Context: an optimization exercise on an open-source flow, tuned for small area and a short achievable clock period. The choices shown serve that exercise and are no tape-out recipe.
No functional check of the RTL was part of any run shown here.

==> flow/design.v (outline; a module is shown in full before it is edited, if it fits) <==
// module lowp5: 924 lines
// module bq_fa: 4 lines
// module bq_ha: 4 lines
// module bq_m_x: 3 lines
// module bq_m_a: 3 lines
// module bq_m_c: 453 lines
// module bq_m_s: 3 lines
// module bq_e_x: 3 lines
// module bq_e_a: 3 lines
// module bq_e_c: 204 lines
// module bq_e_s: 3 lines
// module bq_r_x: 3 lines
// module bq_r_a: 3 lines
// module bq_r_c: 214 lines
// module bq_r_s: 3 lines
module lowp5(signal_in, signal_out, time_constant, clock_in, reset, enable);
  // ...
==> flow/flow/run.sh <==
#!/bin/bash
set -euo pipefail
MARGIN=$(cat flow/margin.txt 2>/dev/null || echo 5)
bash standard.sh \
  "BUFFER_PORTS_ARGS=-buffer_cell sky130_fd_sc_hd__buf_2" \
  "SETUP_SLACK_MARGIN=$MARGIN" \
  finish > flow_make.log 2>&1
==> flow/flow/margin.txt <==
7
==> flow/standard.sh <==
#!/bin/bash
# synth_recipe.tcl (not shown) runs the flow's synth.tcl, then flattens the netlist and writes it again
# the make line also repeats each setting of config.mk as NAME=value (left out here)
make -C /OpenROAD-flow-scripts/flow DESIGN_CONFIG=/design/flow/config.mk WORK_HOME=/design/flow/orfs CLKGATE_MAP_FILE= SYNTH_SCRIPT=/design/flow/synth_recipe.tcl "${@:-finish}"
==> flow/config.mk <==
export PLATFORM = sky130hd
export DESIGN_NAME = lowp5
export DESIGN_NICKNAME = lowp5
export VERILOG_FILES = /design/flow/design.v
export SDC_FILE = /design/flow/constraint.sdc
export NUM_CORES = 4
export LEC_CHECK = 0
export CAP_MARGIN = 20
export CORE_MARGIN = 2
export CORE_UTILIZATION = 60
export CTS_BUF_LIST = sky130_fd_sc_hd__clkbuf_4 sky130_fd_sc_hd__clkbuf_8
export SLEW_MARGIN = 20
export SYNTH_HIERARCHICAL = 1
==> flow/constraint.sdc <==
create_clock -name core_clock -period 15.0 [get_ports {clock_in}]
set_input_delay 3.0000 -clock core_clock [delete_from_list [all_inputs] [get_ports {clock_in}]]
set_output_delay 3.0000 -clock core_clock [all_outputs]
set_load 0.01 [all_outputs]
==> flow_summary.toml, run 1 <==
[logic_synthesis]
ys_warn_count = 7

[placement]
preCtsSetupSlack_ns = 6.70
routabilityCongestion = 0.895
dp_cells = 1754
dpl-instance-area_um2 = 18200

[cts]
clk_latency_ns = 0.49
post-cts-setup-buffers = 2
cts_made_buffers = 17

[worst_setup_path]
arrival_ns = 7.96
crit_required_ns = 15.21
r2r_slack_ns = 7.25
cpMostUsedCell = "fa_1"
crit_fanout = 7
slowest_delay_ns = 0.62
crit_buf_inv = 0

[cells_and_area]
clock_buffers = 20
multi_input_comb_cells = 1147
top_area_cell_class = "multi-input combinational cells"
drive_gt1_share_pct = 17.4
fill_cells = 2333
seq_area_um2 = 3420
finalInstanceArea_um2 = 19300

[grt]
antenna_found_initial = 0
grt.busiest_layer = "met2"
use_met1_pct = 39.9
grt_max_degree = 63
use_met2_pct = 49.8

[sta]
whs_ns = 0.557
fin_crit_ns = 7.75

[floorplan]
coreArea_um2 = 29600

[drt]
via_per_inst = 5.79
drc = 0

[outcome]
status = "timing/DRC/antenna clean"

[min_path]
holdCritPathClass = "flip-flop to flip-flop"
worstHoldStart = "x1[0]$_DFFE_PP_"
==> inputs of run 2 (changes only) <==
--- a/flow/design.v
+++ b/flow/design.v
@@ -74,7 +74,7 @@
 wire t31s, t31c;
 bq_fa ut31 (.a(t28s), .b(t29s), .c(t23c), .s(t31s), .co(t31c));
 wire t32s, t32c;
-bq_fa ut32 (.a(t30s), .b(t31s), .c(t24c), .s(t32s), .co(t32c));
+bq_fa ut32 (.a(t30s), .b(t24c), .c(t31s), .s(t32s), .co(t32c));
 wire t33s, t33c;
 bq_fa ut33 (.a(t32s), .b(x[6]), .c(x[4]), .s(t33s), .co(t33c));
 wire t34s, t34c;
@@ -128,15 +128,15 @@
 wire t58s, t58c;
 bq_fa ut58 (.a(t46c), .b(t47c), .c(t55s), .s(t58s), .co(t58c));
 wire t59s, t59c;
-bq_fa ut59 (.a(t56s), .b(t48c), .c(t57s), .s(t59s), .co(t59c));
+bq_fa ut59 (.a(t56s), .b(e[0]), .c(t48c), .s(t59s), .co(t59c));
 wire t60s, t60c;
-bq_fa ut60 (.a(t58s), .b(t49c), .c(t59s), .s(t60s), .co(t60c));
+bq_fa ut60 (.a(t57s), .b(t58s), .c(t49c), .s(t60s), .co(t60c));
 wire t61s, t61c;
-bq_fa ut61 (.a(t50c), .b(t60s), .c(e[0]), .s(t61s), .co(t61c));
+bq_fa ut61 (.a(t59s), .b(t60s), .c(t50c), .s(t61s), .co(t61c));
 wire t62s, t62c;
-bq_fa ut62 (.a(t51c), .b(x[9]), .c(x[7]), .s(t62s), .co(t62c));
+bq_fa ut62 (.a(t61s), .b(x[9]), .c(x[7]), .s(t62s), .co(t62c));
 wire t63s, t63c;
-bq_fa ut63 (.a(x[6]), .b(t61s), .c(t52c), .s(t63s), .co(t63c));
+bq_fa ut63 (.a(x[6]), .b(t51c), .c(t52c), .s(t63s), .co(t63c));
 wire t64s, t64c;
 bq_fa ut64 (.a(t62s), .b(t53c), .c(t63s), .s(t64s), .co(t64c));
 wire t65s, t65c;
@@ -148,15 +148,15 @@
 wire t68s, t68c;
 bq_fa ut68 (.a(t56c), .b(t65s), .c(t66s), .s(t68s), .co(t68c));
 wire t69s, t69c;
-bq_fa ut69 (.a(t57c), .b(t58c), .c(t67s), .s(t69s), .co(t69c));
+bq_fa ut69 (.a(t57c), .b(e[1]), .c(t58c), .s(t69s), .co(t69c));
 wire t70s, t70c;
-bq_fa ut70 (.a(t68s), .b(t59c), .c(t69s), .s(t70s), .co(t70c));
+bq_fa ut70 (.a(t67s), .b(t68s), .c(t59c), .s(t70s), .co(t70c));
 wire t71s, t71c;
-bq_fa ut71 (.a(t60c), .b(t70s), .c(e[1]), .s(t71s), .co(t71c));
+bq_fa ut71 (.a(t69s), .b(t60c), .c(t70s), .s(t71s), .co(t71c));
 wire t72s, t72c;
-bq_fa ut72 (.a(t61c), .b(x[10]), .c(x[8]), .s(t72s), .co(t72c));
+bq_fa ut72 (.a(t61c), .b(t71s), .c(x[10]), .s(t72s), .co(t72c));
 wire t73s, t73c;
-bq_fa ut73 (.a(x[7]), .b(t71s), .c(t62c), .s(t73s), .co(t73c));
+bq_fa ut73 (.a(x[8]), .b(x[7]), .c(t62c), .s(t73s), .co(t73c));
 wire t74s, t74c;
 bq_fa ut74 (.a(t72s), .b(t63c), .c(t73s), .s(t74s), .co(t74c));
 wire t75s, t75c;
@@ -168,17 +168,17 @@
 wire t78s, t78c;
 bq_fa ut78 (.a(t66c), .b(t75s), .c(t76s), .s(t78s), .co(t78c));
 wire t79s, t79c;
-bq_fa ut79 (.a(t67c), .b(t68c), .c(t77s), .s(t79s), .co(t79c));
+bq_fa ut79 (.a(e[0]), .b(t67c), .c(t68c), .s(t79s), .co(t79c));
 wire t80s, t80c;
-bq_fa ut80 (.a(t78s), .b(t69c), .c(t79s), .s(t80s), .co(t80c));
+bq_fa ut80 (.a(t77s), .b(t78s), .c(e[2]), .s(t80s), .co(t80c));
 wire t81s, t81c;
-bq_fa ut81 (.a(t70c), .b(t80s), .c(e[2]), .s(t81s), .co(t81c));
+bq_fa ut81 (.a(t69c), .b(t79s), .c(t80s), .s(t81s), .co(t81c));
 wire t82s, t82c;
-bq_fa ut82 (.a(e[0]), .b(t71c), .c(x[11]), .s(t82s), .co(t82c));
+bq_fa ut82 (.a(t70c), .b(t81s), .c(t71c), .s(t82s), .co(t82c));
 wire t83s, t83c;
-bq_fa ut83 (.a(x[9]), .b(x[8]), .c(t81s), .s(t83s), .co(t83c));
+bq_fa ut83 (.a(x[11]), .b(x[9]), .c(x[8]), .s(t83s), .co(t83c));
 wire t84s, t84c;
-bq_fa ut84 (.a(t72c), .b(t82s), .c(t83s), .s(t84s), .co(t84c));
+bq_fa ut84 (.a(t82s), .b(t72c), .c(t83s), .s(t84s), .co(t84c));
 wire t85s, t85c;
 bq_ha ut85 (.a(t73c), .b(t84s), .s(t85s), .co(t85c));
 wire t86s, t86c;
@@ -190,17 +190,17 @@
 wire t89s, t89c;
 bq_fa ut89 (.a(t76c), .b(t86s), .c(t87s), .s(t89s), .co(t89c));
 wire t90s, t90c;
-bq_fa ut90 (.a(t77c), .b(t78c), .c(t88s), .s(t90s), .co(t90c));
+bq_fa ut90 (.a(t77c), .b(e[1]), .c(t78c), .s(t90s), .co(t90c));
 wire t91s, t91c;
-bq_fa ut91 (.a(t89s), .b(t79c), .c(t90s), .s(t91s), .co(t91c));
+bq_fa ut91 (.a(t88s), .b(t89s), .c(e[3]), .s(t91s), .co(t91c));
 wire t92s, t92c;
-bq_fa ut92 (.a(t80c), .b(t91s), .c(e[3]), .s(t92s), .co(t92c));
+bq_fa ut92 (.a(t79c), .b(t90s), .c(t80c), .s(t92s), .co(t92c));
 wire t93s, t93c;
-bq_fa ut93 (.a(e[1]), .b(t81c), .c(x[12]), .s(t93s), .co(t93c));
+bq_fa ut93 (.a(t91s), .b(t81c), .c(t92s), .s(t93s), .co(t93c));
 wire t94s, t94c;
-bq_fa ut94 (.a(x[10]), .b(x[9]), .c(t92s), .s(t94s), .co(t94c));
+bq_fa ut94 (.a(x[12]), .b(x[10]), .c(x[9]), .s(t94s), .co(t94c));
 wire t95s, t95c;
-bq_fa ut95 (.a(t82c), .b(t83c), .c(t93s), .s(t95s), .co(t95c));
+bq_fa ut95 (.a(t93s), .b(t82c), .c(t83c), .s(t95s), .co(t95c));
 wire t96s, t96c;
 bq_fa ut96 (.a(t94s), .b(t84c), .c(t95s), .s(t96s), .co(t96c));
 wire t97s, t97c;
@@ -212,21 +212,21 @@
 wire t100s, t100c;
 bq_fa ut100 (.a(t87c), .b(t97s), .c(t98s), .s(t100s), .co(t100c));
 wire t101s, t101c;
-bq_fa ut101 (.a(t88c), .b(t89c), .c(t99s), .s(t101s), .co(t101c));
+bq_fa ut101 (.a(e[0]), .b(t88c), .c(t89c), .s(t101s), .co(t101c));
 wire t102s, t102c;
-bq_fa ut102 (.a(t100s), .b(t90c), .c(t101s), .s(t102s), .co(t102c));
+bq_fa ut102 (.a(t99s), .b(t100s), .c(e[2]), .s(t102s), .co(t102c));
 wire t103s, t103c;
-bq_fa ut103 (.a(t91c), .b(t102s), .c(e[4]), .s(t103s), .co(t103c));
+bq_fa ut103 (.a(e[4]), .b(t90c), .c(t101s), .s(t103s), .co(t103c));
 wire t104s, t104c;
-bq_fa ut104 (.a(e[2]), .b(e[0]), .c(t92c), .s(t104s), .co(t104c));
+bq_fa ut104 (.a(t91c), .b(t102s), .c(t103s), .s(t104s), .co(t104c));
 wire t105s, t105c;
-bq_fa ut105 (.a(x[13]), .b(x[11]), .c(x[10]), .s(t105s), .co(t105c));
+bq_fa ut105 (.a(t92c), .b(t104s), .c(x[13]), .s(t105s), .co(t105c));
 wire t106s, t106c;
-bq_fa ut106 (.a(t103s), .b(t93c), .c(t94c), .s(t106s), .co(t106c));
+bq_fa ut106 (.a(x[11]), .b(x[10]), .c(t93c), .s(t106s), .co(t106c));
 wire t107s, t107c;
-bq_fa ut107 (.a(t104s), .b(t105s), .c(t95c), .s(t107s), .co(t107c));
+bq_fa ut107 (.a(t94c), .b(t105s), .c(t106s), .s(t107s), .co(t107c));
 wire t108s, t108c;
-bq_ha ut108 (.a(t106s), .b(t96c), .s(t108s), .co(t108c));
+bq_ha ut108 (.a(t95c), .b(t107s), .s(t108s), .co(t108c));
 wire t109s, t109c;
 bq_fa ut109 (.a(y1[11]), .b(y1[8]), .c(y2n[16]), .s(t109s), .co(t109c));
 wire t110s, t110c;
@@ -236,23 +236,23 @@
 wire t112s, t112c;
 bq_fa ut112 (.a(t98c), .b(t109s), .c(t110s), .s(t112s), .co(t112c));
 wire t113s, t113c;
-bq_fa ut113 (.a(t99c), .b(t100c), .c(t111s), .s(t113s), .co(t113c));
+bq_fa ut113 (.a(e[0]), .b(t99c), .c(e[1]), .s(t113s), .co(t113c));
 wire t114s, t114c;
-bq_fa ut114 (.a(t112s), .b(t101c), .c(t113s), .s(t114s), .co(t114c));
+bq_fa ut114 (.a(t100c), .b(t111s), .c(t112s), .s(t114s), .co(t114c));
 wire t115s, t115c;
-bq_fa ut115 (.a(t102c), .b(t114s), .c(e[5]), .s(t115s), .co(t115c));
+bq_fa ut115 (.a(e[3]), .b(e[5]), .c(t101c), .s(t115s), .co(t115c));
 wire t116s, t116c;
-bq_fa ut116 (.a(e[3]), .b(e[1]), .c(e[0]), .s(t116s), .co(t116c));
+bq_fa ut116 (.a(t113s), .b(t114s), .c(t102c), .s(t116s), .co(t116c));
 wire t117s, t117c;
-bq_fa ut117 (.a(t103c), .b(x[14]), .c(x[12]), .s(t117s), .co(t117c));
+bq_fa ut117 (.a(t103c), .b(t115s), .c(t116s), .s(t117s), .co(t117c));
 wire t118s, t118c;
-bq_fa ut118 (.a(x[11]), .b(t115s), .c(t116s), .s(t118s), .co(t118c));
+bq_fa ut118 (.a(t104c), .b(x[14]), .c(x[12]), .s(t118s), .co(t118c));
 wire t119s, t119c;
-bq_fa ut119 (.a(t104c), .b(t105c), .c(t117s), .s(t119s), .co(t119c));
+bq_fa ut119 (.a(x[11]), .b(t117s), .c(t105c), .s(t119s), .co(t119c));
 wire t120s, t120c;
 bq_fa ut120 (.a(t118s), .b(t106c), .c(t119s), .s(t120s), .co(t120c));
 wire t121s, t121c;
-bq_ha ut121 (.a(t107c), .b(t120s), .s(t121s), .co(t121c));
+bq_ha ut121 (.a(t107c), .b(t108c), .s(t121s), .co(t121c));
 wire t122s, t122c;
 bq_fa ut122 (.a(y1[12]), .b(y1[9]), .c(y2n[17]), .s(t122s), .co(t122c));
 wire t123s, t123c;
@@ -262,23 +262,23 @@
 wire t125s, t125c;
 bq_fa ut125 (.a(t110c), .b(t122s), .c(t123s), .s(t125s), .co(t125c));
 wire t126s, t126c;
-bq_fa ut126 (.a(t111c), .b(t112c), .c(t124s), .s(t126s), .co(t126c));
+bq_fa ut126 (.a(t111c), .b(e[1]), .c(t112c), .s(t126s), .co(t126c));
 wire t127s, t127c;
-bq_fa ut127 (.a(t125s), .b(t113c), .c(t126s), .s(t127s), .co(t127c));
+bq_fa ut127 (.a(t124s), .b(t125s), .c(e[2]), .s(t127s), .co(t127c));
 wire t128s, t128c;
-bq_fa ut128 (.a(t114c), .b(t127s), .c(e[6]), .s(t128s), .co(t128c));
+bq_fa ut128 (.a(t113c), .b(e[6]), .c(e[4]), .s(t128s), .co(t128c));
 wire t129s, t129c;
-bq_fa ut129 (.a(e[4]), .b(e[2]), .c(e[1]), .s(t129s), .co(t129c));
+bq_fa ut129 (.a(t114c), .b(t126s), .c(t127s), .s(t129s), .co(t129c));
 wire t130s, t130c;
-bq_fa ut130 (.a(t115c), .b(t116c), .c(x[15]), .s(t130s), .co(t130c));
+bq_fa ut130 (.a(t115c), .b(t128s), .c(t116c), .s(t130s), .co(t130c));
 wire t131s, t131c;
-bq_fa ut131 (.a(x[13]), .b(x[12]), .c(t128s), .s(t131s), .co(t131c));
+bq_fa ut131 (.a(t129s), .b(x[15]), .c(x[13]), .s(t131s), .co(t131c));
 wire t132s, t132c;
-bq_fa ut132 (.a(t129s), .b(t117c), .c(t118c), .s(t132s), .co(t132c));
+bq_fa ut132 (.a(x[12]), .b(t117c), .c(t130s), .s(t132s), .co(t132c));
 wire t133s, t133c;
-bq_fa ut133 (.a(t130s), .b(t131s), .c(t119c), .s(t133s), .co(t133c));
+bq_fa ut133 (.a(t118c), .b(t131s), .c(t132s), .s(t133s), .co(t133c));
 wire t134s, t134c;
-bq_fa ut134 (.a(t132s), .b(t120c), .c(t133s), .s(t134s), .co(t134c));
+bq_fa ut134 (.a(t119c), .b(t133s), .c(t120c), .s(t134s), .co(t134c));
 wire t135s, t135c;
 bq_fa ut135 (.a(y1[13]), .b(y1[10]), .c(y2n[18]), .s(t135s), .co(t135c));
 wire t136s, t136c;
@@ -288,23 +288,23 @@
 wire t138s, t138c;
 bq_fa ut138 (.a(t123c), .b(t135s), .c(t136s), .s(t138s), .co(t138c));
 wire t139s, t139c;
-bq_fa ut139 (.a(t124c), .b(t125c), .c(t137s), .s(t139s), .co(t139c));
+bq_fa ut139 (.a(e[0]), .b(t124c), .c(t125c), .s(t139s), .co(t139c));
 wire t140s, t140c;
-bq_fa ut140 (.a(t138s), .b(t126c), .c(t139s), .s(t140s), .co(t140c));
+bq_fa ut140 (.a(t137s), .b(t138s), .c(e[3]), .s(t140s), .co(t140c));
 wire t141s, t141c;
-bq_fa ut141 (.a(t127c), .b(t140s), .c(e[7]), .s(t141s), .co(t141c));
+bq_fa ut141 (.a(e[2]), .b(e[7]), .c(e[5]), .s(t141s), .co(t141c));
 wire t142s, t142c;
-bq_fa ut142 (.a(e[5]), .b(e[3]), .c(e[2]), .s(t142s), .co(t142c));
+bq_fa ut142 (.a(t126c), .b(t139s), .c(t127c), .s(t142s), .co(t142c));
 wire t143s, t143c;
-bq_fa ut143 (.a(e[0]), .b(t128c), .c(t129c), .s(t143s), .co(t143c));
+bq_fa ut143 (.a(t140s), .b(t128c), .c(t141s), .s(t143s), .co(t143c));
 wire t144s, t144c;
-bq_fa ut144 (.a(x[16]), .b(x[14]), .c(x[13]), .s(t144s), .co(t144c));
+bq_fa ut144 (.a(t129c), .b(t142s), .c(t143s), .s(t144s), .co(t144c));
 wire t145s, t145c;
-bq_fa ut145 (.a(t141s), .b(t142s), .c(t130c), .s(t145s), .co(t145c));
+bq_fa ut145 (.a(x[16]), .b(x[14]), .c(x[13]), .s(t145s), .co(t145c));
 wire t146s, t146c;
-bq_fa ut146 (.a(t131c), .b(t143s), .c(t144s), .s(t146s), .co(t146c));
+bq_fa ut146 (.a(t130c), .b(t144s), .c(t131c), .s(t146s), .co(t146c));
 wire t147s, t147c;
-bq_fa ut147 (.a(t132c), .b(t145s), .c(t146s), .s(t147s), .co(t147c));
+bq_fa ut147 (.a(t145s), .b(t132c), .c(t146s), .s(t147s), .co(t147c));
 wire t148s, t148c;
 bq_ha ut148 (.a(t133c), .b(t147s), .s(t148s), .co(t148c));
 wire t149s, t149c;
@@ -316,25 +316,25 @@
 wire t152s, t152c;
 bq_fa ut152 (.a(t136c), .b(t149s), .c(t150s), .s(t152s), .co(t152c));
 wire t153s, t153c;
-bq_fa ut153 (.a(t137c), .b(t138c), .c(t151s), .s(t153s), .co(t153c));
+bq_fa ut153 (.a(t137c), .b(e[1]), .c(t138c), .s(t153s), .co(t153c));
 wire t154s, t154c;
-bq_fa ut154 (.a(t152s), .b(t139c), .c(t153s), .s(t154s), .co(t154c));
+bq_fa ut154 (.a(t151s), .b(t152s), .c(e[3]), .s(t154s), .co(t154c));
 wire t155s, t155c;
-bq_fa ut155 (.a(t140c), .b(t154s), .c(e[8]), .s(t155s), .co(t155c));
+bq_fa ut155 (.a(e[6]), .b(e[4]), .c(t139c), .s(t155s), .co(t155c));
 wire t156s, t156c;
-bq_fa ut156 (.a(e[6]), .b(e[4]), .c(e[3]), .s(t156s), .co(t156c));
+bq_fa ut156 (.a(t153s), .b(t140c), .c(e[8]), .s(t156s), .co(t156c));
 wire t157s, t157c;
-bq_fa ut157 (.a(e[1]), .b(t141c), .c(t142c), .s(t157s), .co(t157c));
+bq_fa ut157 (.a(t154s), .b(t141c), .c(t155s), .s(t157s), .co(t157c));
 wire t158s, t158c;
-bq_fa ut158 (.a(x[17]), .b(x[15]), .c(x[14]), .s(t158s), .co(t158c));
+bq_fa ut158 (.a(t142c), .b(t156s), .c(t143c), .s(t158s), .co(t158c));
 wire t159s, t159c;
-bq_fa ut159 (.a(t155s), .b(t156s), .c(t143c), .s(t159s), .co(t159c));
+bq_fa ut159 (.a(t157s), .b(x[17]), .c(x[15]), .s(t159s), .co(t159c));
 wire t160s, t160c;
-bq_fa ut160 (.a(t144c), .b(t157s), .c(t158s), .s(t160s), .co(t160c));
+bq_fa ut160 (.a(x[14]), .b(t144c), .c(t158s), .s(t160s), .co(t160c));
 wire t161s, t161c;
-bq_fa ut161 (.a(t145c), .b(t159s), .c(t146c), .s(t161s), .co(t161c));
+bq_fa ut161 (.a(t145c), .b(t159s), .c(t160s), .s(t161s), .co(t161c));
 wire t162s, t162c;
-bq_fa ut162 (.a(t160s), .b(t147c), .c(t161s), .s(t162s), .co(t162c));
+bq_fa ut162 (.a(t146c), .b(t161s), .c(t147c), .s(t162s), .co(t162c));
 wire t163s, t163c;
 bq_fa ut163 (.a(y1[15]), .b(y1[12]), .c(y2n[20]), .s(t163s), .co(t163c));
 wire t164s, t164c;
@@ -346,19 +346,19 @@
 wire t167s, t167c;
 bq_fa ut167 (.a(t151c), .b(t152c), .c(t165s), .s(t167s), .co(t167c));
 wire t168s, t168c;
-bq_fa ut168 (.a(t166s), .b(t153c), .c(t167s), .s(t168s), .co(t168c));
+bq_fa ut168 (.a(t166s), .b(e[2]), .c(e[7]), .s(t168s), .co(t168c));
 wire t169s, t169c;
-bq_fa ut169 (.a(t154c), .b(t168s), .c(e[9]), .s(t169s), .co(t169c));
+bq_fa ut169 (.a(e[5]), .b(e[4]), .c(t153c), .s(t169s), .co(t169c));
 wire t170s, t170c;
-bq_fa ut170 (.a(e[7]), .b(e[5]), .c(e[4]), .s(t170s), .co(t170c));
+bq_fa ut170 (.a(t167s), .b(t154c), .c(e[9]), .s(t170s), .co(t170c));
 wire t171s, t171c;
-bq_fa ut171 (.a(e[2]), .b(t155c), .c(t156c), .s(t171s), .co(t171c));
+bq_fa ut171 (.a(t155c), .b(t168s), .c(t169s), .s(t171s), .co(t171c));
 wire t172s, t172c;
-bq_fa ut172 (.a(x[18]), .b(x[16]), .c(x[15]), .s(t172s), .co(t172c));
+bq_fa ut172 (.a(t156c), .b(t170s), .c(t157c), .s(t172s), .co(t172c));
 wire t173s, t173c;
-bq_fa ut173 (.a(t169s), .b(t170s), .c(t157c), .s(t173s), .co(t173c));
+bq_fa ut173 (.a(t171s), .b(x[18]), .c(x[16]), .s(t173s), .co(t173c));
 wire t174s, t174c;
-bq_fa ut174 (.a(t158c), .b(t171s), .c(t172s), .s(t174s), .co(t174c));
+bq_fa ut174 (.a(x[15]), .b(t158c), .c(t172s), .s(t174s), .co(t174c));
 wire t175s, t175c;
 bq_fa ut175 (.a(t159c), .b(t173s), .c(t160c), .s(t175s), .co(t175c));
 wire t176s, t176c;
@@ -374,19 +374,19 @@
 wire t181s, t181c;
 bq_fa ut181 (.a(t165c), .b(t166c), .c(t179s), .s(t181s), .co(t181c));
 wire t182s, t182c;
-bq_fa ut182 (.a(t180s), .b(t167c), .c(t181s), .s(t182s), .co(t182c));
+bq_fa ut182 (.a(t180s), .b(e[3]), .c(e[6]), .s(t182s), .co(t182c));
 wire t183s, t183c;
-bq_fa ut183 (.a(t168c), .b(t182s), .c(e[10]), .s(t183s), .co(t183c));
+bq_fa ut183 (.a(e[5]), .b(t167c), .c(t181s), .s(t183s), .co(t183c));
 wire t184s, t184c;
-bq_fa ut184 (.a(e[8]), .b(e[6]), .c(e[5]), .s(t184s), .co(t184c));
+bq_fa ut184 (.a(e[10]), .b(e[8]), .c(t168c), .s(t184s), .co(t184c));
 wire t185s, t185c;
-bq_fa ut185 (.a(e[3]), .b(t169c), .c(t170c), .s(t185s), .co(t185c));
+bq_fa ut185 (.a(t169c), .b(t182s), .c(t183s), .s(t185s), .co(t185c));
 wire t186s, t186c;
-bq_fa ut186 (.a(x[19]), .b(x[17]), .c(x[16]), .s(t186s), .co(t186c));
+bq_fa ut186 (.a(t170c), .b(t171c), .c(t184s), .s(t186s), .co(t186c));
 wire t187s, t187c;
-bq_fa ut187 (.a(t183s), .b(t184s), .c(t171c), .s(t187s), .co(t187c));
+bq_fa ut187 (.a(t185s), .b(x[19]), .c(x[17]), .s(t187s), .co(t187c));
 wire t188s, t188c;
-bq_fa ut188 (.a(t172c), .b(t185s), .c(t186s), .s(t188s), .co(t188c));
+bq_fa ut188 (.a(x[16]), .b(t172c), .c(t186s), .s(t188s), .co(t188c));
 wire t189s, t189c;
 bq_fa ut189 (.a(t173c), .b(t187s), .c(t174c), .s(t189s), .co(t189c));
 wire t190s, t190c;
@@ -402,19 +402,19 @@
 wire t195s, t195c;
 bq_fa ut195 (.a(t179c), .b(t180c), .c(t193s), .s(t195s), .co(t195c));
 wire t196s, t196c;
-bq_fa ut196 (.a(t194s), .b(t181c), .c(t195s), .s(t196s), .co(t196c));
+bq_fa ut196 (.a(t194s), .b(e[7]), .c(e[6]), .s(t196s), .co(t196c));
 wire t197s, t197c;
-bq_fa ut197 (.a(t182c), .b(t196s), .c(e[11]), .s(t197s), .co(t197c));
+bq_fa ut197 (.a(e[4]), .b(t181c), .c(t195s), .s(t197s), .co(t197c));
 wire t198s, t198c;
-bq_fa ut198 (.a(e[9]), .b(e[7]), .c(e[6]), .s(t198s), .co(t198c));
+bq_fa ut198 (.a(e[11]), .b(e[9]), .c(t182c), .s(t198s), .co(t198c));
 wire t199s, t199c;
-bq_fa ut199 (.a(e[4]), .b(t183c), .c(t184c), .s(t199s), .co(t199c));
+bq_fa ut199 (.a(t183c), .b(t196s), .c(t197s), .s(t199s), .co(t199c));
 wire t200s, t200c;
-bq_fa ut200 (.a(x[20]), .b(x[18]), .c(x[17]), .s(t200s), .co(t200c));
+bq_fa ut200 (.a(t184c), .b(t198s), .c(t185c), .s(t200s), .co(t200c));
 wire t201s, t201c;
-bq_fa ut201 (.a(t197s), .b(t198s), .c(t185c), .s(t201s), .co(t201c));
+bq_fa ut201 (.a(t199s), .b(x[20]), .c(x[18]), .s(t201s), .co(t201c));
 wire t202s, t202c;
-bq_fa ut202 (.a(t186c), .b(t199s), .c(t200s), .s(t202s), .co(t202c));
+bq_fa ut202 (.a(x[17]), .b(t186c), .c(t200s), .s(t202s), .co(t202c));
 wire t203s, t203c;
 bq_fa ut203 (.a(t187c), .b(t201s), .c(t188c), .s(t203s), .co(t203c));
 wire t204s, t204c;
@@ -430,19 +430,19 @@
 wire t209s, t209c;
 bq_fa ut209 (.a(t193c), .b(t194c), .c(t207s), .s(t209s), .co(t209c));
 wire t210s, t210c;
-bq_fa ut210 (.a(t208s), .b(t195c), .c(t209s), .s(t210s), .co(t210c));
+bq_fa ut210 (.a(t208s), .b(e[7]), .c(e[5]), .s(t210s), .co(t210c));
 wire t211s, t211c;
-bq_fa ut211 (.a(t196c), .b(t210s), .c(e[12]), .s(t211s), .co(t211c));
+bq_fa ut211 (.a(t195c), .b(t209s), .c(e[12]), .s(t211s), .co(t211c));
 wire t212s, t212c;
-bq_fa ut212 (.a(e[10]), .b(e[8]), .c(e[7]), .s(t212s), .co(t212c));
+bq_fa ut212 (.a(e[10]), .b(e[8]), .c(t196c), .s(t212s), .co(t212c));
 wire t213s, t213c;
-bq_fa ut213 (.a(e[5]), .b(t197c), .c(t198c), .s(t213s), .co(t213c));
+bq_fa ut213 (.a(t197c), .b(t210s), .c(t211s), .s(t213s), .co(t213c));
 wire t214s, t214c;
-bq_fa ut214 (.a(x[21]), .b(x[19]), .c(x[18]), .s(t214s), .co(t214c));
+bq_fa ut214 (.a(t198c), .b(t212s), .c(t199c), .s(t214s), .co(t214c));
 wire t215s, t215c;
-bq_fa ut215 (.a(t211s), .b(t212s), .c(t199c), .s(t215s), .co(t215c));
+bq_fa ut215 (.a(x[21]), .b(x[19]), .c(x[18]), .s(t215s), .co(t215c));
 wire t216s, t216c;
-bq_fa ut216 (.a(t200c), .b(t213s), .c(t214s), .s(t216s), .co(t216c));
+bq_fa ut216 (.a(t213s), .b(t200c), .c(t214s), .s(t216s), .co(t216c));
 wire t217s, t217c;
 bq_fa ut217 (.a(t201c), .b(t215s), .c(t202c), .s(t217s), .co(t217c));
 wire t218s, t218c;
@@ -458,21 +458,21 @@
 wire t223s, t223c;
 bq_fa ut223 (.a(t207c), .b(t208c), .c(t221s), .s(t223s), .co(t223c));
 wire t224s, t224c;
-bq_fa ut224 (.a(t222s), .b(t209c), .c(t223s), .s(t224s), .co(t224c));
+bq_fa ut224 (.a(t222s), .b(e[6]), .c(t209c), .s(t224s), .co(t224c));
 wire t225s, t225c;
-bq_fa ut225 (.a(t210c), .b(t224s), .c(e[13]), .s(t225s), .co(t225c));
+bq_fa ut225 (.a(t223s), .b(e[13]), .c(e[11]), .s(t225s), .co(t225c));
 wire t226s, t226c;
-bq_fa ut226 (.a(e[11]), .b(e[9]), .c(e[8]), .s(t226s), .co(t226c));
+bq_fa ut226 (.a(e[9]), .b(e[8]), .c(t210c), .s(t226s), .co(t226c));
 wire t227s, t227c;
-bq_fa ut227 (.a(e[6]), .b(t211c), .c(t212c), .s(t227s), .co(t227c));
+bq_fa ut227 (.a(t224s), .b(t211c), .c(t225s), .s(t227s), .co(t227c));
 wire t228s, t228c;
-bq_fa ut228 (.a(x[22]), .b(x[20]), .c(x[19]), .s(t228s), .co(t228c));
+bq_fa ut228 (.a(t212c), .b(t226s), .c(x[22]), .s(t228s), .co(t228c));
 wire t229s, t229c;
-bq_fa ut229 (.a(t225s), .b(t226s), .c(t213c), .s(t229s), .co(t229c));
+bq_fa ut229 (.a(x[20]), .b(x[19]), .c(t213c), .s(t229s), .co(t229c));
 wire t230s, t230c;
-bq_fa ut230 (.a(t214c), .b(t227s), .c(t228s), .s(t230s), .co(t230c));
+bq_fa ut230 (.a(t227s), .b(t214c), .c(t215c), .s(t230s), .co(t230c));
 wire t231s, t231c;
-bq_fa ut231 (.a(t215c), .b(t229s), .c(t216c), .s(t231s), .co(t231c));
+bq_fa ut231 (.a(t228s), .b(t229s), .c(t216c), .s(t231s), .co(t231c));
 wire t232s, t232c;
 bq_fa ut232 (.a(t230s), .b(t217c), .c(t231s), .s(t232s), .co(t232c));
 wire t233s, t233c;
@@ -486,19 +486,19 @@
 wire t237s, t237c;
 bq_fa ut237 (.a(t221c), .b(t222c), .c(t235s), .s(t237s), .co(t237c));
 wire t238s, t238c;
-bq_fa ut238 (.a(t236s), .b(t223c), .c(t237s), .s(t238s), .co(t238c));
+bq_fa ut238 (.a(t236s), .b(e[7]), .c(t223c), .s(t238s), .co(t238c));
 wire t239s, t239c;
-bq_fa ut239 (.a(t224c), .b(t238s), .c(e[14]), .s(t239s), .co(t239c));
+bq_fa ut239 (.a(t237s), .b(e[14]), .c(e[12]), .s(t239s), .co(t239c));
 wire t240s, t240c;
-bq_fa ut240 (.a(e[12]), .b(e[10]), .c(e[9]), .s(t240s), .co(t240c));
+bq_fa ut240 (.a(e[10]), .b(e[9]), .c(t224c), .s(t240s), .co(t240c));
 wire t241s, t241c;
-bq_fa ut241 (.a(e[7]), .b(t225c), .c(t226c), .s(t241s), .co(t241c));
+bq_fa ut241 (.a(t238s), .b(t225c), .c(t239s), .s(t241s), .co(t241c));
 wire t242s, t242c;
-bq_fa ut242 (.a(x[23]), .b(x[21]), .c(x[20]), .s(t242s), .co(t242c));
+bq_fa ut242 (.a(t226c), .b(t240s), .c(x[23]), .s(t242s), .co(t242c));
 wire t243s, t243c;
-bq_fa ut243 (.a(t239s), .b(t240s), .c(t227c), .s(t243s), .co(t243c));
+bq_fa ut243 (.a(x[21]), .b(x[20]), .c(t227c), .s(t243s), .co(t243c));
 wire t244s, t244c;
-bq_fa ut244 (.a(t228c), .b(t241s), .c(t242s), .s(t244s), .co(t244c));
+bq_fa ut244 (.a(t241s), .b(t228c), .c(t242s), .s(t244s), .co(t244c));
 wire t245s, t245c;
 bq_fa ut245 (.a(t229c), .b(t243s), .c(t230c), .s(t245s), .co(t245c));
 wire t246s, t246c;
@@ -516,17 +516,17 @@
 wire t252s, t252c;
 bq_fa ut252 (.a(t250s), .b(t237c), .c(t251s), .s(t252s), .co(t252c));
 wire t253s, t253c;
-bq_fa ut253 (.a(t238c), .b(t252s), .c(e[15]), .s(t253s), .co(t253c));
+bq_fa ut253 (.a(e[15]), .b(e[13]), .c(e[11]), .s(t253s), .co(t253c));
 wire t254s, t254c;
-bq_fa ut254 (.a(e[13]), .b(e[11]), .c(e[10]), .s(t254s), .co(t254c));
+bq_fa ut254 (.a(e[10]), .b(e[8]), .c(t238c), .s(t254s), .co(t254c));
 wire t255s, t255c;
-bq_fa ut255 (.a(e[8]), .b(t239c), .c(t240c), .s(t255s), .co(t255c));
+bq_fa ut255 (.a(t252s), .b(t239c), .c(t253s), .s(t255s), .co(t255c));
 wire t256s, t256c;
-bq_fa ut256 (.a(x[24]), .b(x[22]), .c(x[21]), .s(t256s), .co(t256c));
+bq_fa ut256 (.a(t240c), .b(t254s), .c(x[24]), .s(t256s), .co(t256c));
 wire t257s, t257c;
-bq_fa ut257 (.a(t253s), .b(t254s), .c(t241c), .s(t257s), .co(t257c));
+bq_fa ut257 (.a(x[22]), .b(x[21]), .c(t241c), .s(t257s), .co(t257c));
 wire t258s, t258c;
-bq_fa ut258 (.a(t242c), .b(t255s), .c(t256s), .s(t258s), .co(t258c));
+bq_fa ut258 (.a(t255s), .b(t242c), .c(t256s), .s(t258s), .co(t258c));
 wire t259s, t259c;
 bq_fa ut259 (.a(t243c), .b(t257s), .c(t244c), .s(t259s), .co(t259c));
 wire t260s, t260c;
@@ -544,17 +544,17 @@
 wire t266s, t266c;
 bq_fa ut266 (.a(t264s), .b(t251c), .c(t265s), .s(t266s), .co(t266c));
 wire t267s, t267c;
-bq_fa ut267 (.a(t252c), .b(t266s), .c(e[16]), .s(t267s), .co(t267c));
+bq_fa ut267 (.a(e[14]), .b(e[12]), .c(e[11]), .s(t267s), .co(t267c));
 wire t268s, t268c;
-bq_fa ut268 (.a(e[14]), .b(e[12]), .c(e[11]), .s(t268s), .co(t268c));
+bq_fa ut268 (.a(e[9]), .b(e[16]), .c(t252c), .s(t268s), .co(t268c));
 wire t269s, t269c;
-bq_fa ut269 (.a(e[9]), .b(t253c), .c(t254c), .s(t269s), .co(t269c));
+bq_fa ut269 (.a(t266s), .b(t253c), .c(t267s), .s(t269s), .co(t269c));
 wire t270s, t270c;
-bq_fa ut270 (.a(x[25]), .b(x[23]), .c(x[22]), .s(t270s), .co(t270c));
+bq_fa ut270 (.a(t254c), .b(t268s), .c(x[25]), .s(t270s), .co(t270c));
 wire t271s, t271c;
-bq_fa ut271 (.a(t267s), .b(t268s), .c(t255c), .s(t271s), .co(t271c));
+bq_fa ut271 (.a(x[23]), .b(x[22]), .c(t255c), .s(t271s), .co(t271c));
 wire t272s, t272c;
-bq_fa ut272 (.a(t256c), .b(t269s), .c(t270s), .s(t272s), .co(t272c));
+bq_fa ut272 (.a(t269s), .b(t256c), .c(t270s), .s(t272s), .co(t272c));
 wire t273s, t273c;
 bq_fa ut273 (.a(t257c), .b(t271s), .c(t258c), .s(t273s), .co(t273c));
 wire t274s, t274c;
@@ -572,17 +572,17 @@
 wire t280s, t280c;
 bq_fa ut280 (.a(t278s), .b(t265c), .c(t279s), .s(t280s), .co(t280c));
 wire t281s, t281c;
-bq_fa ut281 (.a(t266c), .b(t280s), .c(e[17]), .s(t281s), .co(t281c));
+bq_fa ut281 (.a(e[15]), .b(e[13]), .c(e[12]), .s(t281s), .co(t281c));
 wire t282s, t282c;
-bq_fa ut282 (.a(e[15]), .b(e[13]), .c(e[12]), .s(t282s), .co(t282c));
+bq_fa ut282 (.a(e[10]), .b(e[17]), .c(t266c), .s(t282s), .co(t282c));
 wire t283s, t283c;
-bq_fa ut283 (.a(e[10]), .b(t267c), .c(t268c), .s(t283s), .co(t283c));
+bq_fa ut283 (.a(t280s), .b(t267c), .c(t281s), .s(t283s), .co(t283c));
 wire t284s, t284c;
-bq_fa ut284 (.a(x[26]), .b(x[24]), .c(x[23]), .s(t284s), .co(t284c));
+bq_fa ut284 (.a(t268c), .b(t282s), .c(x[26]), .s(t284s), .co(t284c));
 wire t285s, t285c;
-bq_fa ut285 (.a(t281s), .b(t282s), .c(t269c), .s(t285s), .co(t285c));
+bq_fa ut285 (.a(x[24]), .b(x[23]), .c(t269c), .s(t285s), .co(t285c));
 wire t286s, t286c;
-bq_fa ut286 (.a(t270c), .b(t283s), .c(t284s), .s(t286s), .co(t286c));
+bq_fa ut286 (.a(t283s), .b(t270c), .c(t284s), .s(t286s), .co(t286c));
 wire t287s, t287c;
 bq_fa ut287 (.a(t271c), .b(t285s), .c(t272c), .s(t287s), .co(t287c));
 wire t288s, t288c;
@@ -598,23 +598,23 @@
 wire t293s, t293c;
 bq_fa ut293 (.a(t290s), .b(t291s), .c(t277c), .s(t293s), .co(t293c));
 wire t294s, t294c;
-bq_fa ut294 (.a(t278c), .b(t292s), .c(t293s), .s(t294s), .co(t294c));
+bq_fa ut294 (.a(t278c), .b(t292s), .c(t279c), .s(t294s), .co(t294c));
 wire t295s, t295c;
-bq_fa ut295 (.a(t279c), .b(t294s), .c(t280c), .s(t295s), .co(t295c));
+bq_fa ut295 (.a(t293s), .b(e[14]), .c(e[13]), .s(t295s), .co(t295c));
 wire t296s, t296c;
-bq_fa ut296 (.a(e[18]), .b(e[16]), .c(e[14]), .s(t296s), .co(t296c));
+bq_fa ut296 (.a(e[11]), .b(e[18]), .c(e[16]), .s(t296s), .co(t296c));
 wire t297s, t297c;
-bq_fa ut297 (.a(e[13]), .b(e[11]), .c(t295s), .s(t297s), .co(t297c));
+bq_fa ut297 (.a(t280c), .b(t294s), .c(t281c), .s(t297s), .co(t297c));
 wire t298s, t298c;
-bq_fa ut298 (.a(t281c), .b(t282c), .c(x[25]), .s(t298s), .co(t298c));
+bq_fa ut298 (.a(t295s), .b(t282c), .c(t296s), .s(t298s), .co(t298c));
 wire t299s, t299c;
-bq_fa ut299 (.a(x[24]), .b(t296s), .c(t297s), .s(t299s), .co(t299c));
+bq_fa ut299 (.a(x[25]), .b(x[24]), .c(~x[27]), .s(t299s), .co(t299c));
 wire t300s, t300c;
-bq_fa ut300 (.a(~x[27]), .b(t283c), .c(t284c), .s(t300s), .co(t300c));
+bq_fa ut300 (.a(t283c), .b(t297s), .c(t298s), .s(t300s), .co(t300c));
 wire t301s, t301c;
-bq_fa ut301 (.a(t298s), .b(t299s), .c(t285c), .s(t301s), .co(t301c));
+bq_fa ut301 (.a(t284c), .b(t285c), .c(t299s), .s(t301s), .co(t301c));
 wire t302s, t302c;
-bq_fa ut302 (.a(t286c), .b(t300s), .c(t301s), .s(t302s), .co(t302c));
+bq_fa ut302 (.a(t300s), .b(t286c), .c(t301s), .s(t302s), .co(t302c));
 wire t303s, t303c;
 bq_ha ut303 (.a(t287c), .b(t302s), .s(t303s), .co(t303c));
 wire t304s, t304c;
@@ -632,21 +632,21 @@
 wire t310s, t310c;
 bq_fa ut310 (.a(t308s), .b(t293c), .c(t309s), .s(t310s), .co(t310c));
 wire t311s, t311c;
-bq_fa ut311 (.a(t294c), .b(t310s), .c(e[19]), .s(t311s), .co(t311c));
+bq_fa ut311 (.a(e[15]), .b(e[14]), .c(e[12]), .s(t311s), .co(t311c));
 wire t312s, t312c;
-bq_fa ut312 (.a(e[17]), .b(e[15]), .c(e[14]), .s(t312s), .co(t312c));
+bq_fa ut312 (.a(t294c), .b(e[19]), .c(e[17]), .s(t312s), .co(t312c));
 wire t313s, t313c;
-bq_fa ut313 (.a(e[12]), .b(t295c), .c(t296c), .s(t313s), .co(t313c));
+bq_fa ut313 (.a(t310s), .b(t295c), .c(t311s), .s(t313s), .co(t313c));
 wire t314s, t314c;
-bq_fa ut314 (.a(x[26]), .b(x[25]), .c(t311s), .s(t314s), .co(t314c));
+bq_fa ut314 (.a(t296c), .b(t312s), .c(x[26]), .s(t314s), .co(t314c));
 wire t315s, t315c;
-bq_fa ut315 (.a(t312s), .b(t297c), .c(t298c), .s(t315s), .co(t315c));
+bq_fa ut315 (.a(x[25]), .b(t297c), .c(t313s), .s(t315s), .co(t315c));
 wire t316s, t316c;
-bq_fa ut316 (.a(t313s), .b(t299c), .c(t314s), .s(t316s), .co(t316c));
+bq_fa ut316 (.a(t298c), .b(t314s), .c(t299c), .s(t316s), .co(t316c));
 wire t317s, t317c;
-bq_fa ut317 (.a(t300c), .b(t315s), .c(t316s), .s(t317s), .co(t317c));
+bq_fa ut317 (.a(t315s), .b(t300c), .c(t301c), .s(t317s), .co(t317c));
 wire t318s, t318c;
-bq_fa ut318 (.a(t301c), .b(t317s), .c(t302c), .s(t318s), .co(t318c));
+bq_fa ut318 (.a(t316s), .b(t317s), .c(t302c), .s(t318s), .co(t318c));
 wire t319s, t319c;
 bq_fa ut319 (.a(y1[23]), .b(y1[1]), .c(y2n[22]), .s(t319s), .co(t319c));
 wire t320s, t320c;
@@ -660,21 +660,21 @@
 wire t324s, t324c;
 bq_fa ut324 (.a(t321s), .b(t322s), .c(t309c), .s(t324s), .co(t324c));
 wire t325s, t325c;
-bq_fa ut325 (.a(t323s), .b(t310c), .c(t324s), .s(t325s), .co(t325c));
+bq_fa ut325 (.a(t323s), .b(e[15]), .c(e[13]), .s(t325s), .co(t325c));
 wire t326s, t326c;
 bq_fa ut326 (.a(e[20]), .b(e[18]), .c(e[16]), .s(t326s), .co(t326c));
 wire t327s, t327c;
-bq_fa ut327 (.a(e[15]), .b(e[13]), .c(t325s), .s(t327s), .co(t327c));
+bq_fa ut327 (.a(t310c), .b(t324s), .c(t311c), .s(t327s), .co(t327c));
 wire t328s, t328c;
-bq_fa ut328 (.a(t311c), .b(t312c), .c(x[26]), .s(t328s), .co(t328c));
+bq_fa ut328 (.a(t325s), .b(t312c), .c(t326s), .s(t328s), .co(t328c));
 wire t329s, t329c;
-bq_fa ut329 (.a(t326s), .b(t327s), .c(~x[27]), .s(t329s), .co(t329c));
+bq_fa ut329 (.a(x[26]), .b(~x[27]), .c(t313c), .s(t329s), .co(t329c));
 wire t330s, t330c;
-bq_fa ut330 (.a(t313c), .b(t314c), .c(t328s), .s(t330s), .co(t330c));
+bq_fa ut330 (.a(t327s), .b(t328s), .c(t314c), .s(t330s), .co(t330c));
 wire t331s, t331c;
-bq_fa ut331 (.a(t329s), .b(t315c), .c(t316c), .s(t331s), .co(t331c));
+bq_fa ut331 (.a(t315c), .b(t329s), .c(t330s), .s(t331s), .co(t331c));
 wire t332s, t332c;
-bq_fa ut332 (.a(t330s), .b(t317c), .c(t331s), .s(t332s), .co(t332c));
+bq_fa ut332 (.a(t316c), .b(t331s), .c(t317c), .s(t332s), .co(t332c));
 wire t333s, t333c;
 bq_fa ut333 (.a(y1[24]), .b(y1[2]), .c(y2n[23]), .s(t333s), .co(t333c));
 wire t334s, t334c;
@@ -688,19 +688,19 @@
 wire t338s, t338c;
 bq_fa ut338 (.a(t336s), .b(t323c), .c(t337s), .s(t338s), .co(t338c));
 wire t339s, t339c;
-bq_fa ut339 (.a(t324c), .b(t338s), .c(e[21]), .s(t339s), .co(t339c));
+bq_fa ut339 (.a(e[14]), .b(t324c), .c(e[21]), .s(t339s), .co(t339c));
 wire t340s, t340c;
 bq_fa ut340 (.a(e[19]), .b(e[17]), .c(e[16]), .s(t340s), .co(t340c));
 wire t341s, t341c;
-bq_fa ut341 (.a(e[14]), .b(t325c), .c(t326c), .s(t341s), .co(t341c));
+bq_fa ut341 (.a(t338s), .b(t325c), .c(t326c), .s(t341s), .co(t341c));
 wire t342s, t342c;
 bq_fa ut342 (.a(t339s), .b(t340s), .c(t327c), .s(t342s), .co(t342c));
 wire t343s, t343c;
 bq_fa ut343 (.a(~x[27]), .b(t328c), .c(t341s), .s(t343s), .co(t343c));
 wire t344s, t344c;
-bq_fa ut344 (.a(t342s), .b(t329c), .c(t330c), .s(t344s), .co(t344c));
+bq_fa ut344 (.a(t329c), .b(t342s), .c(t343s), .s(t344s), .co(t344c));
 wire t345s, t345c;
-bq_fa ut345 (.a(t343s), .b(t331c), .c(t344s), .s(t345s), .co(t345c));
+bq_fa ut345 (.a(t330c), .b(t344s), .c(t331c), .s(t345s), .co(t345c));
 wire t346s, t346c;
 bq_fa ut346 (.a(y1[3]), .b(y2n[24]), .c(y2n[4]), .s(t346s), .co(t346c));
 wire t347s, t347c;
@@ -712,11 +712,11 @@
 wire t350s, t350c;
 bq_fa ut350 (.a(t348s), .b(t337c), .c(t349s), .s(t350s), .co(t350c));
 wire t351s, t351c;
-bq_fa ut351 (.a(t338c), .b(t350s), .c(e[22]), .s(t351s), .co(t351c));
+bq_fa ut351 (.a(e[15]), .b(e[22]), .c(e[20]), .s(t351s), .co(t351c));
 wire t352s, t352c;
-bq_fa ut352 (.a(e[20]), .b(e[18]), .c(e[17]), .s(t352s), .co(t352c));
+bq_fa ut352 (.a(e[18]), .b(e[17]), .c(t338c), .s(t352s), .co(t352c));
 wire t353s, t353c;
-bq_fa ut353 (.a(e[15]), .b(t339c), .c(t340c), .s(t353s), .co(t353c));
+bq_fa ut353 (.a(t350s), .b(t339c), .c(t340c), .s(t353s), .co(t353c));
 wire t354s, t354c;
 bq_fa ut354 (.a(t351s), .b(t352s), .c(t341c), .s(t354s), .co(t354c));
 wire t355s, t355c;
@@ -732,15 +732,15 @@
 wire t360s, t360c;
 bq_fa ut360 (.a(t358s), .b(t348c), .c(t359s), .s(t360s), .co(t360c));
 wire t361s, t361c;
-bq_fa ut361 (.a(t349c), .b(t360s), .c(t350c), .s(t361s), .co(t361c));
+bq_fa ut361 (.a(t349c), .b(t360s), .c(e[23]), .s(t361s), .co(t361c));
 wire t362s, t362c;
-bq_fa ut362 (.a(e[23]), .b(e[21]), .c(e[19]), .s(t362s), .co(t362c));
+bq_fa ut362 (.a(e[21]), .b(e[19]), .c(e[18]), .s(t362s), .co(t362c));
 wire t363s, t363c;
-bq_fa ut363 (.a(e[18]), .b(e[16]), .c(t361s), .s(t363s), .co(t363c));
+bq_fa ut363 (.a(e[16]), .b(t350c), .c(t351c), .s(t363s), .co(t363c));
 wire t364s, t364c;
-bq_fa ut364 (.a(t351c), .b(t352c), .c(t362s), .s(t364s), .co(t364c));
+bq_fa ut364 (.a(t352c), .b(t361s), .c(t362s), .s(t364s), .co(t364c));
 wire t365s, t365c;
-bq_fa ut365 (.a(t363s), .b(t353c), .c(t364s), .s(t365s), .co(t365c));
+bq_fa ut365 (.a(t353c), .b(t363s), .c(t364s), .s(t365s), .co(t365c));
 wire t366s, t366c;
 bq_fa ut366 (.a(t354c), .b(t365s), .c(t355c), .s(t366s), .co(t366c));
 wire t367s, t367c;
@@ -752,13 +752,13 @@
 wire t370s, t370c;
 bq_fa ut370 (.a(t359c), .b(t369s), .c(t360c), .s(t370s), .co(t370c));
 wire t371s, t371c;
-bq_fa ut371 (.a(t370s), .b(e[24]), .c(e[22]), .s(t371s), .co(t371c));
+bq_fa ut371 (.a(e[24]), .b(e[22]), .c(e[20]), .s(t371s), .co(t371c));
 wire t372s, t372c;
-bq_fa ut372 (.a(e[20]), .b(e[19]), .c(e[17]), .s(t372s), .co(t372c));
+bq_fa ut372 (.a(e[19]), .b(e[17]), .c(t370s), .s(t372s), .co(t372c));
 wire t373s, t373c;
-bq_fa ut373 (.a(t361c), .b(t362c), .c(t363c), .s(t373s), .co(t373c));
+bq_fa ut373 (.a(t361c), .b(t362c), .c(t371s), .s(t373s), .co(t373c));
 wire t374s, t374c;
-bq_fa ut374 (.a(t371s), .b(t372s), .c(t364c), .s(t374s), .co(t374c));
+bq_fa ut374 (.a(t372s), .b(t363c), .c(t364c), .s(t374s), .co(t374c));
 wire t375s, t375c;
 bq_fa ut375 (.a(t373s), .b(t365c), .c(t374s), .s(t375s), .co(t375c));
 wire t376s, t376c;
@@ -768,13 +768,13 @@
 wire t378s, t378c;
 bq_fa ut378 (.a(t368c), .b(t377s), .c(t369c), .s(t378s), .co(t378c));
 wire t379s, t379c;
-bq_fa ut379 (.a(t378s), .b(t370c), .c(e[25]), .s(t379s), .co(t379c));
+bq_fa ut379 (.a(e[25]), .b(e[23]), .c(e[21]), .s(t379s), .co(t379c));
 wire t380s, t380c;
-bq_fa ut380 (.a(e[23]), .b(e[21]), .c(e[20]), .s(t380s), .co(t380c));
+bq_fa ut380 (.a(e[20]), .b(e[18]), .c(t378s), .s(t380s), .co(t380c));
 wire t381s, t381c;
-bq_fa ut381 (.a(e[18]), .b(t371c), .c(t372c), .s(t381s), .co(t381c));
+bq_fa ut381 (.a(t370c), .b(t371c), .c(t379s), .s(t381s), .co(t381c));
 wire t382s, t382c;
-bq_fa ut382 (.a(t379s), .b(t380s), .c(t373c), .s(t382s), .co(t382c));
+bq_fa ut382 (.a(t380s), .b(t372c), .c(t373c), .s(t382s), .co(t382c));
 wire t383s, t383c;
 bq_fa ut383 (.a(t381s), .b(t374c), .c(t382s), .s(t383s), .co(t383c));
 wire t384s, t384c;
@@ -886,14 +886,14 @@
 wire t437s, t437c;
 bq_fa ut437 (.a(y1[26]), .b(y1[25]), .c(~y2n[27]), .s(t437s), .co(t437c));
 wire [56:0] m_pa, m_pb, m_p, m_g;
-assign m_pa = {~y1[27], t436c, t435c, t434c, t433c, t432c, t431c, t430c, t429c, t428c, t427c, t425c, t423c, t420c, t416c, t412c, t407c, t402c, t396c, t390c, t383c, t375c, t366c, t356c, t345c, t332c, t318c, t303c, t288c, t274c, t260c, t246c, t232c, t218c, t204c, t190c, t176c, t162c, t148c, t134c, t121c, t108c, t107s, t85c, t74c, t64c, t54c, t44c, t35c, t27c, t26s, t19s, t12s, x[0], x[1], x[0], y2n[1]};
+assign m_pa = {~y1[27], t436c, t435c, t434c, t433c, t432c, t431c, t430c, t429c, t428c, t427c, t425c, t423c, t420c, t416c, t412c, t407c, t402c, t396c, t390c, t383c, t375c, t366c, t356c, t345c, t332c, t318c, t303c, t288c, t274c, t260c, t246c, t232c, t218c, t204c, t190c, t176c, t162c, t148c, t134c, t121c, t120s, t96c, t85c, t74c, t64c, t54c, t44c, t35c, t27c, t26s, t19s, t12s, x[0], x[1], x[0], y2n[1]};
 assign m_pb = {t437c, t437s, t436s, t435s, t434s, t433s, t432s, t431s, t430s, t429s, t428s, t427s, t425s, t423s, t420s, t416s, t412s, t407s, t402s, t396s, t390s, t383s, t375s, t366s, t356s, t345s, t332s, t318s, t303s, t288s, t274s, t260s, t246s, t232s, t218s, t204s, t190s, t176s, t162s, t148s, t134s, t121s, t108s, t96s, t85s, t74s, t64s, t54s, t44s, t35s, t27s, t20s, t13s, t7s, t3s, t1s, y2n[0]};
 bq_m_x um_x (.a(m_pa), .b(m_pb), .y(m_p));
 bq_m_a um_a (.a(m_pa), .b(m_pb), .y(m_g));
 wire [27:0] m_c;
 bq_m_c um_c (.i({1'b1, m_p[56], m_p[55], m_p[54], m_p[53], m_p[52], m_p[51], m_p[50], m_p[49], m_p[48], m_p[47], m_p[46], m_p[45], m_p[44], m_p[43], m_p[42], m_p[41], m_p[40], m_p[39], m_p[38], m_p[37], m_p[36], m_p[35], m_p[34], m_p[33], m_p[32], m_p[31], m_p[30], m_p[29], m_p[28], m_p[27], m_p[26], m_p[25], m_p[24], m_p[23], m_p[22], m_p[21], m_p[20], m_p[19], m_p[18], m_p[17], m_p[16], m_p[15], m_p[14], m_p[13], m_p[12], m_p[11], m_p[10], m_p[9], m_p[8], m_p[7], m_p[6], m_p[5], m_p[4], m_p[3], m_p[2], m_p[1], m_p[0], ~y2n[0], m_g[56], m_g[55], m_g[54], m_g[53], m_g[52], m_g[51], m_g[50], m_g[49], m_g[48], m_g[47], m_g[46], m_g[45], m_g[44], m_g[43], m_g[42], m_g[41], m_g[40], m_g[39], m_g[38], m_g[37], m_g[36], m_g[35], m_g[34], m_g[33], m_g[32], m_g[31], m_g[30], m_g[29], m_g[28], m_g[27], m_g[26], m_g[25], m_g[24], m_g[23], m_g[22], m_g[21], m_g[20], m_g[19], m_g[18], m_g[17], m_g[16], m_g[15], m_g[14], m_g[13], m_g[12], m_g[11], m_g[10], m_g[9], m_g[8], m_g[7], m_g[6], m_g[5], m_g[4], m_g[3], m_g[2], m_g[1], m_g[0]}), .c(m_c));
 wire [27:0] m_s;
-bq_m_s um_s (.a({1'b1, m_p[54], m_p[53], m_p[52], m_p[51], m_p[50], m_p[49], m_p[48], m_p[47], m_p[46], m_p[45], m_p[44], m_p[43], m_p[42], m_p[41], m_p[40], m_p[39], m_p[38], m_p[37], m_p[36], m_p[35], m_p[34], m_p[33], m_p[32], m_p[31], m_p[30], m_p[29], m_p[28]}), .b({m_c[27], m_c[26], m_c[25], m_c[24], m_c[23], m_c[22], m_c[21], m_c[20], m_c[19], m_c[18], m_c[17], m_c[16], m_c[15], m_c[14], m_c[13], m_c[12], m_c[11], m_c[10], m_c[9], m_c[8], m_c[7], m_c[6], m_c[5], m_c[4], m_c[3], m_c[2], m_c[1], m_c[0]}), .v({x[27], x[26], x[25], x[24], x[23], x[22], x[21], x[20], x[19], x[18], x[17], x[16], x[15], x[14], x[13], x[12], x[11], x[10], x[9], x[8], x[7], x[6], x[5], x[4], x[3], x[2], x[1], x[0]}), .r(reset), .y(m_s));
+bq_m_s um_s (.a({1'b1, m_p[54], m_p[53], m_p[52], m_p[51], m_p[50], m_p[49], m_p[48], m_p[47], m_p[46], m_p[45], m_p[44], m_p[43], m_p[42], m_p[41], m_p[40], m_p[39], m_p[38], m_p[37], m_p[36], m_p[35], m_p[34], m_p[33], m_p[32], m_p[31], m_p[30], m_p[29], m_p[28]}), .b({m_c[27], m_c[26], m_c[25], m_c[24], m_c[23], m_c[22], m_c[21], m_c[20], m_c[19], m_c[18], m_c[17], m_c[16], m_c[15], m_c[14], m_c[13], m_c[12], m_c[11], m_c[10], m_c[9], m_c[8], m_c[7], m_c[6], m_c[5], m_c[4], m_c[3], m_c[2], m_c[1], m_c[0]}), .v({signal_in[27], signal_in[26], signal_in[25], signal_in[24], signal_in[23], signal_in[22], signal_in[21], signal_in[20], signal_in[19], signal_in[18], signal_in[17], signal_in[16], signal_in[15], signal_in[14], signal_in[13], signal_in[12], signal_in[11], signal_in[10], signal_in[9], signal_in[8], signal_in[7], signal_in[6], signal_in[5], signal_in[4], signal_in[3], signal_in[2], signal_in[1], signal_in[0]}), .r(reset), .y(m_s));
 wire [28:0] e_pa, e_pb, e_p, e_g;
 assign e_pa = {y1[27], y1[27], y1[26], y1[25], y1[24], y1[23], y1[22], y1[21], y1[20], y1[19], y1[18], y1[17], y1[16], y1[15], y1[14], y1[13], y1[12], y1[11], y1[10], y1[9], y1[8], y1[7], y1[6], y1[5], y1[4], y1[3], y1[2], y1[1], y1[0]};
 assign e_pb = {y2n[27], y2n[27], y2n[26], y2n[25], y2n[24], y2n[23], y2n[22], y2n[21], y2n[20], y2n[19], y2n[18], y2n[17], y2n[16], y2n[15], y2n[14], y2n[13], y2n[12], y2n[11], y2n[10], y2n[9], y2n[8], y2n[7], y2n[6], y2n[5], y2n[4], y2n[3], y2n[2], y2n[1], y2n[0]};
==> flow_summary.toml, run 2 <==
[outcome]
status = "did not finish"
lastStage = "1_1_yosys_canonicalize"
tool.error = "ERROR: Assert `arg->is_signed == sig.as_wire()->is_signed' failed in frontends/ast/genrtlil.cc:2140."

[logic_synthesis]
ys_warn_count = 0

-- what the ideal ports hide --
No port has a modelled driver above. Below, the same layout with a new extraction and two added sets of constraints.
Step 1 (the two cells are an assumption about what drives the block):
set clk [get_ports {clock_in}]
set_driving_cell -lib_cell sky130_fd_sc_hd__clkbuf_16 $clk
set_driving_cell -lib_cell sky130_fd_sc_hd__buf_2 [delete_from_list [all_inputs] $clk]
Step 2, shift: input delay + t, output delay - t, t = (earliest + latest rising clock arrival at the registers) / 2. This alone moves slack from input paths to output paths.
a / b / c = ideal ports / drivers / drivers and shift; a / b = the first two.
run: run 1
shift t [ns]: 0.528
setup slack, ns: 7.245 / 7.245 / 7.090
hold WS [ns]: 0.557 / 0.557 / 0.557
After both steps setup and hold are still met in run 1. The setup slack of run 1 moves by 0.000 ns with the drivers and by -0.155 ns with both steps.
